This design comes from an exercise in tuning for small area, a short achievable clock period and few clock cycles on the open sky130 flow, not from production work.
The RTL was checked by simulation tests, not by an equivalence proof against the original design.
Power and IR drop assume default switching activity.

## design/flow/config.mk

```make
export PLATFORM = sky130hd
export DESIGN_NAME = MPQ
export DESIGN_NICKNAME = MPQ
export VERILOG_FILES = /design/flow/design.v
export SDC_FILE = /design/flow/constraint.sdc
export NUM_CORES = 4
export LEC_CHECK = 0
export CAP_MARGIN = 20
export CORE_MARGIN = 2
export CORE_UTILIZATION = 35
export SLEW_MARGIN = 20
```

## design/flow/constraint.sdc

```tcl
create_clock -name core_clock -period 10.0 [get_ports {clk}]
set_input_delay 2.0000 -clock core_clock [delete_from_list [all_inputs] [get_ports {clk}]]
set_output_delay 2.0000 -clock core_clock [all_outputs]
set_load 0.01 [all_outputs]
```

## design/flow/design.v

```verilog
module MPQ(
    input clk,
    input rst,
    input data_valid,
    input [7:0] data,
    input cmd_valid,
    input [2:0] cmd,
    input [7:0] index,
    input [7:0] value,
    output reg busy,
    output reg RAM_valid,
    output reg [7:0] RAM_A,
    output reg [7:0] RAM_D,
    output reg done
);
    reg [7:0] array [1:15];
    reg [2:0] state, next_state;
    reg [2:0] cmd_reg;
    reg [3:0] heapify_idx, build_idx;
    reg [3:0] idx_reg;
    reg [3:0] array_size;
    reg [4:0] l, r, largest;
    reg [2:0] cnt;
    reg [3:0] out_cnt;
    reg cal_done;
    reg heap;
    integer i;
    parameter 
        IDLE    = 3'd0,
        READ    = 3'd1,
        CMD     = 3'd2,
        CAL     = 3'd3,
        HEAPIFY = 3'd4,
        OUT     = 3'd5;
    always @(posedge clk or posedge rst) begin
        if (rst)
            state <= IDLE;
        else 
            state <= next_state;
    end
    always @(*) begin
        if (rst)
            next_state = IDLE;
        else begin
            case(state)
                IDLE: begin
                    if (data_valid)
                        next_state = READ;
                    else
                        next_state = IDLE;
                end
                READ: begin
                    if (!data_valid)
                        next_state = CMD;
                    else
                        next_state = READ;
                end
                CMD: begin
                    if (cmd_reg == 3'd4) 
                        next_state = OUT;
                    else if (cmd_reg < 3'd4) 
                        next_state = CAL;
                    else
                        next_state = CMD;
                end 
                CAL: begin
                    if (cal_done) 
                        next_state = CMD;
                    else if(heap)
                        next_state = HEAPIFY;
                    else
                        next_state = CAL;
                end
                HEAPIFY: begin
                    if (!heap) 
                        next_state = CAL;
                    else
                        next_state = HEAPIFY;
                end
                OUT: begin
                    if (done)
                        next_state = CMD;
                    else
                        next_state = OUT;
                end
                default:    
                    next_state = IDLE;
            endcase
        end 
    end
    always @(posedge clk or posedge rst) begin
        if (rst) begin
            busy <= 0;
            RAM_valid <= 0;
            RAM_A <= 8'd0;
            RAM_D <= 8'd0;
            cmd_reg <= 3'd5;
            done <= 0;
            array_size <= 0;
            for (i = 1; i <= 15; i = i + 1) begin
                array[i] <= 8'd0;
            end
            heapify_idx <= 0;
            build_idx <= 0;
            idx_reg <= 0;
            array_size <= 0;
            l <= 0;
            r <= 0;
            largest <= 0;
            cnt <= 0;
            cal_done <= 0;
            heap <= 0;
            out_cnt <= 0;
        end
        else begin
            case(next_state)
                IDLE: begin
                    busy <= 0;
                    done <= 0;
                end
                READ: begin
                    if (data_valid) begin
                        array[array_size+1] <= data;
                        array_size <= array_size + 1;
                    end
                end
                CMD: begin
                    cal_done <= 0;
                    done <= 0;
                    busy <= 0;
                    cmd_reg <= 3'd5;
                    if(cmd_valid && !busy)begin
                        busy <= 1;
                        cmd_reg <= cmd;
                        case(cmd)
                            3'd0: begin 
                                build_idx <= array_size>>1;
                            end
                            3'd1: begin 
                                array_size <= array_size - 1;
                                array[1] <= array[array_size];
                                array[array_size] <= 8'd0;
                                heapify_idx <= 1;
                                heap <= 1;
                            end
                            3'd2: begin 
                                array[index] <= value;
                                idx_reg <= index;
                            end
                            3'd3: begin  
                                array[array_size+1] <= value;
                                array_size <= array_size + 1;
                                idx_reg <= array_size + 1;                                
                            end
                            3'd4: begin  
                                RAM_A <= 8'd0;
                                out_cnt <= 0;
                            end
                        endcase
                    end    
                end
                CAL: begin
                    case(cmd_reg)
                        3'd0: begin  
                            if(build_idx > 0) begin
                                heap <= 1;
                                cnt <= 0;
                                build_idx <= build_idx - 1;
                                heapify_idx <= build_idx;
                            end
                            else begin
                                cal_done <= 1;
                                busy <= 0;
                            end
                        end
                        3'd1: begin  
                            if(heap==0)
                            begin
                                cal_done <= 1;
                                busy <= 0;
                            end
                        end
                        3'd2, 3'd3: begin 
                            if(idx_reg > 1 && array[(idx_reg>>1)] < array[idx_reg])begin
                                array[idx_reg] <= array[(idx_reg>>1)];
                                array[(idx_reg>>1)] <= array[idx_reg];
                                idx_reg <= idx_reg >> 1;
                            end
                            else begin
                                cal_done <= 1;
                                busy <= 0;
                            end
                        end
                    endcase
                end
                HEAPIFY: begin
                    case(cnt)
                        0: begin
                            l <= heapify_idx << 1;
                            r <= (heapify_idx << 1) + 1;
                            largest <= heapify_idx; 
                            cnt <= 1;
                        end
                        1:begin
                            if(l <= array_size && array[l] > array[heapify_idx])
                                largest <= l;
                            cnt <= 2;
                        end
                        2:begin
                            if(r <= array_size && array[r] > array[largest])
                                largest <= r;
                            cnt <= 3;
                        end
                        3: begin
                            if(largest != heapify_idx) begin
                                array[heapify_idx] <= array[largest];
                                array[largest] <= array[heapify_idx];
                                heapify_idx <= largest;
                            end
                            else begin
                                heap <= 0;
                            end
                            cnt <= 0;
                        end
                    endcase
                end
                OUT: begin
                    if(out_cnt < array_size) 
                    begin
                        RAM_valid <= 1;
                        RAM_D <= array[out_cnt+1];
                        out_cnt <= out_cnt + 1;
                        RAM_A <= out_cnt;
                    end
                    else begin
                        RAM_valid <= 0;
                        done <= 1;
                        busy <= 0;
                    end
                end
            endcase
        end
    end
endmodule
```

## design/flow/run.sh

```bash
#!/bin/bash
# synth_recipe.tcl (not shown) runs the flow's synth.tcl, then flattens the netlist and writes it again
# the make line also repeats each setting of config.mk as NAME=value (left out here)
make -C /OpenROAD-flow-scripts/flow DESIGN_CONFIG=/design/flow/config.mk WORK_HOME=/design/flow/orfs CLKGATE_MAP_FILE= SYNTH_SCRIPT=/design/flow/synth_recipe.tcl finish
```

==> summary.txt <==
Status: timing/DRC/antenna clean
First-pass GRT wire length: 194000 µm
Clk buf depth: 2
TritonCTS clock tree: built
Number of flip-flops under the largest register name: 128
Nets: 2639
Largest Register: array
EDFF count, synth: 8
Max Freq: 132 MHz
Min Clock Period, post-route: 7570 ps
DR vias: 25800
Setup violators final: 0
Register area: 4630 µm²
Metal2 WL: 57700 µm
Crit path DAT: 7970 ps
I/O Buffers: 41
Final count of hold timing violations: 0
LEAKAGE: 0.00864 µW
Seq/Total Area, Yosys: 22.1%
Crit Path Max Fanout: 25
GP Congestion: 1.11
Fin Setup TNS: 0 ps
Max Cap Violations: 0
Syn_area_per_cell: 8.01 µm²
Rel. slew slack: 14.5%
Die height: 248 µm
Most common cell after layout, fill and taps aside: nand2_1
YS warnings: 2
Initial antenna violation count: 10
Most frequent cells in the layout: nand2_1, nor2_1, dfrtp_1
WP data required: 10400 ps
Die X-Extent: 248 µm
Largest net degree at the start of global routing: 73
DRT met1 WL: 52600 µm
TritonCTS sink count: 183
TritonRoute pass-1 iters: 11
Hpwl dp: 102000 µm
Worst-path clk slew: 80 ps
Worst skew pair latency: 530 ps
CTS Hold Bufs: 0
Via density: 7.67
Ys async rst share: 95.6%
Share of cells above drive strength 1: 15.5%
Row cnt: 89
Fill cells: 6113
Worst Hold Class: flip-flop to flip-flop
Post-route DRC: 0
Drt initial violations: 4567
PostCTS Resize Cnt: 0
P per Cell Area: 453 nW/µm²
Biggest regs: array: 128 flops, RAM_D: 8 flops
Post-synth top flop: dfrtp_1
Kind of critical path: flip-flop to flip-flop
GR Util All Layers: 45.6%
CTS root buf: clkbuf_16
Setup crit end kind: flip-flop
DIE AREA: 61600 µm²
Fin Hold WS: 486 ps
Area taken by multi-input logic gates: 15100 µm²
RSZ-0062 raised after global routing: no
Number of setup buffers added after CTS: 0
Flops & latches, synth: 183
Cell count after synthesis: 2607
H-tree depth: 4
Area Growth Syn to Fin: 10.9%
Syn Std Cell Area: 20900 µm²
Tot Pwr: 10500 µW
IO Count: 50
Startpoint types: flip-flop
Drt wl/cell: 42.5 µm
VDD IR-drop max: 0.370 mV
Final worst clock skew: 20.2 ps
Final Max Slew Viols: 0
Met3 wire length: 20000 µm
Worst-Margin Slew: 1270 ps
Top sig layer: met5
Core ar.: 59000 µm²
Initial core utilization: 35.4%
Inserted Clock Buffers: 17
Final critical-path share of the clock period: 75.7%
Library cells used by synthesis: 102
GRT Residual Overflow: 0
Vias in the first global route: 23700
Routed Antenna Nets: 0
Routed WL: 143000 µm
[where the power goes]
part,switching [µW],total (µW),leakage (µW),internal (µW)
combinational,5100,7550,0.00616,2450
sequential,1080,2130,0.00218,1060
clock,372,795,0.000300,423
total,6550,10500,0.00864,3920
[per-layer routing]
layer	GRT usage [%]	vias up
met1	56.3	12600
met2	64.3	2458
met5	1.67	-
met4	32.4	6
met3	17.7	624
li1	-	10100
[worst max-delay path: stages, from the launching register on]
cell and delay, ps:
dfrtp_2 570, buf_4 330, or3b_2 750, o221ai_1 270, nor2_1 60, o22ai_1 690, o21ai_0 400, ha_1 420
a2111oi_0 410, nand3_1 350, nor4_2 1010, o22ai_2 540, nor4_4 1160, mux2_2 430
[cell usage after synthesis, drive strengths merged (13+ instances only)]
cell	count	area (µm²)
a21o	13	97.6
nor2b	40	250
o2111ai	17	155
o22ai	44	282
mux4	13	293
and3	43	269
a22oi	114	856
nor2	177	667
mux2i	134	1340
o21ai	168	841
a31oi	49	307
ha	49	613
o211ai	61	458
a32oi	24	210
nand4	27	169
and3b	13	114
o221ai	20	175
a22o	49	429
buf	82	375
nor4	20	213
dfrtp	173	4330
nand2b	37	231
nand3	89	445
a21oi	138	691
a221oi	35	332
nand3b	31	233
a222oi	18	180
a2111oi	15	154
inv	66	248
nor3	47	245
and2	19	119
mux2	133	1500
nand2	200	751
a221o	16	160
clkbuf	171	643
a211oi	29	228
[per-stage QoR]
step / utilization [%] / std cells / instance area (µm²) / setup WS [ps]
4_1_cts: 39.1 / 3345 / 23100 / 2900
2_1_floorplan: - / 2610 / 20900 / 1510
3_3_place_gp: 38.0 / 3311 / 22400 / 2940
5_1_grt: 39.2 / 3347 / 23100 / 2490
6_report: 39.2 / 3360 / 23100 / 2430
3_5_place_dp: 38.1 / 3313 / 22500 / 2930
[path summary, 6_finish.rpt]
kind / start / endpoint / slack (ps) / cells after the start
hold / removal: RAM_valid$_DFFE_PP0P_ / RAM_valid$_DFFE_PP0P_ / 490 / 1
hold reg to reg: RAM_valid$_DFFE_PP0P_ / RAM_valid$_DFFE_PP0P_ / 490 / 1
max in group asynchronous: rst / array[4][6]$_DFFE_PP0P_ / 6570 / 3
setup / recovery: idx_reg[2]$_DFFE_PP0P_ / array[10][6]$_DFFE_PP0P_ / 2430 / 13
min in group asynchronous: rst / build_idx[0]$_DFFE_PP0P_ / 2030 / 2
setup reg to reg: idx_reg[2]$_DFFE_PP0P_ / array[10][6]$_DFFE_PP0P_ / 2430 / 13
[cells by family after synthesis]
| family | synth area share (%) |
|---|---|
| other | 0.0180 |
| adders and majority gates | 2.94 |
| DFF | 22.1 |
| AOI/OAI and AO/OA | 32.6 |
| and+or+nand+nor | 20.5 |
| buffers and inverters | 6.14 |
| muxes | 15.0 |
| xor gates and xnor gates | 0.629 |
[layout make-up]
class | count | area share (%)
Antenna cell | 15 | 0.162
Clock buffer | 17 | 1.84
Clock inverter | 15 | 0.930
Inverter | 70 | 1.17
Multi-Input combinational cell | 2104 | 65.3
Sequential cell | 183 | 20.0
Tap cell | 773 | 4.18
Timing Repair Buffer | 183 | 6.36
Testbench counts, summed over its fixed seeds: cycles 54,574.

-- port drivers added, routing unchanged --
The flow's constraints put no driver on any port. The routed layout listed below was extracted and timed again, unchanged, in two steps.
Step 1 (the two cells are an assumption about what drives the block):
set clk [get_ports {clk}]
set_driving_cell -lib_cell sky130_fd_sc_hd__clkbuf_16 $clk
set_driving_cell -lib_cell sky130_fd_sc_hd__buf_2 [delete_from_list [all_inputs] $clk]
Step 2 also shifts input and output timing later by t, the mid clock arrival at the registers, as if the neighbouring blocks saw the same clock.
Slacks: no drivers / after step 1 / after step 2; pairs: no drivers / after step 1.
t (ns): 0.574
setup slack, ns: 2.434 / 2.434 / 2.434
latest minus earliest clock arrival (ns): 0.021 / 0.020
worst register clock-pin slew, ns: 0.09 / 0.09
worst slew at a driven data input, ns: 0.05
After both steps this run still meets setup and hold. For this run, drivers alone change the setup slack by 0.000 ns; drivers and shift together by 0.000 ns.
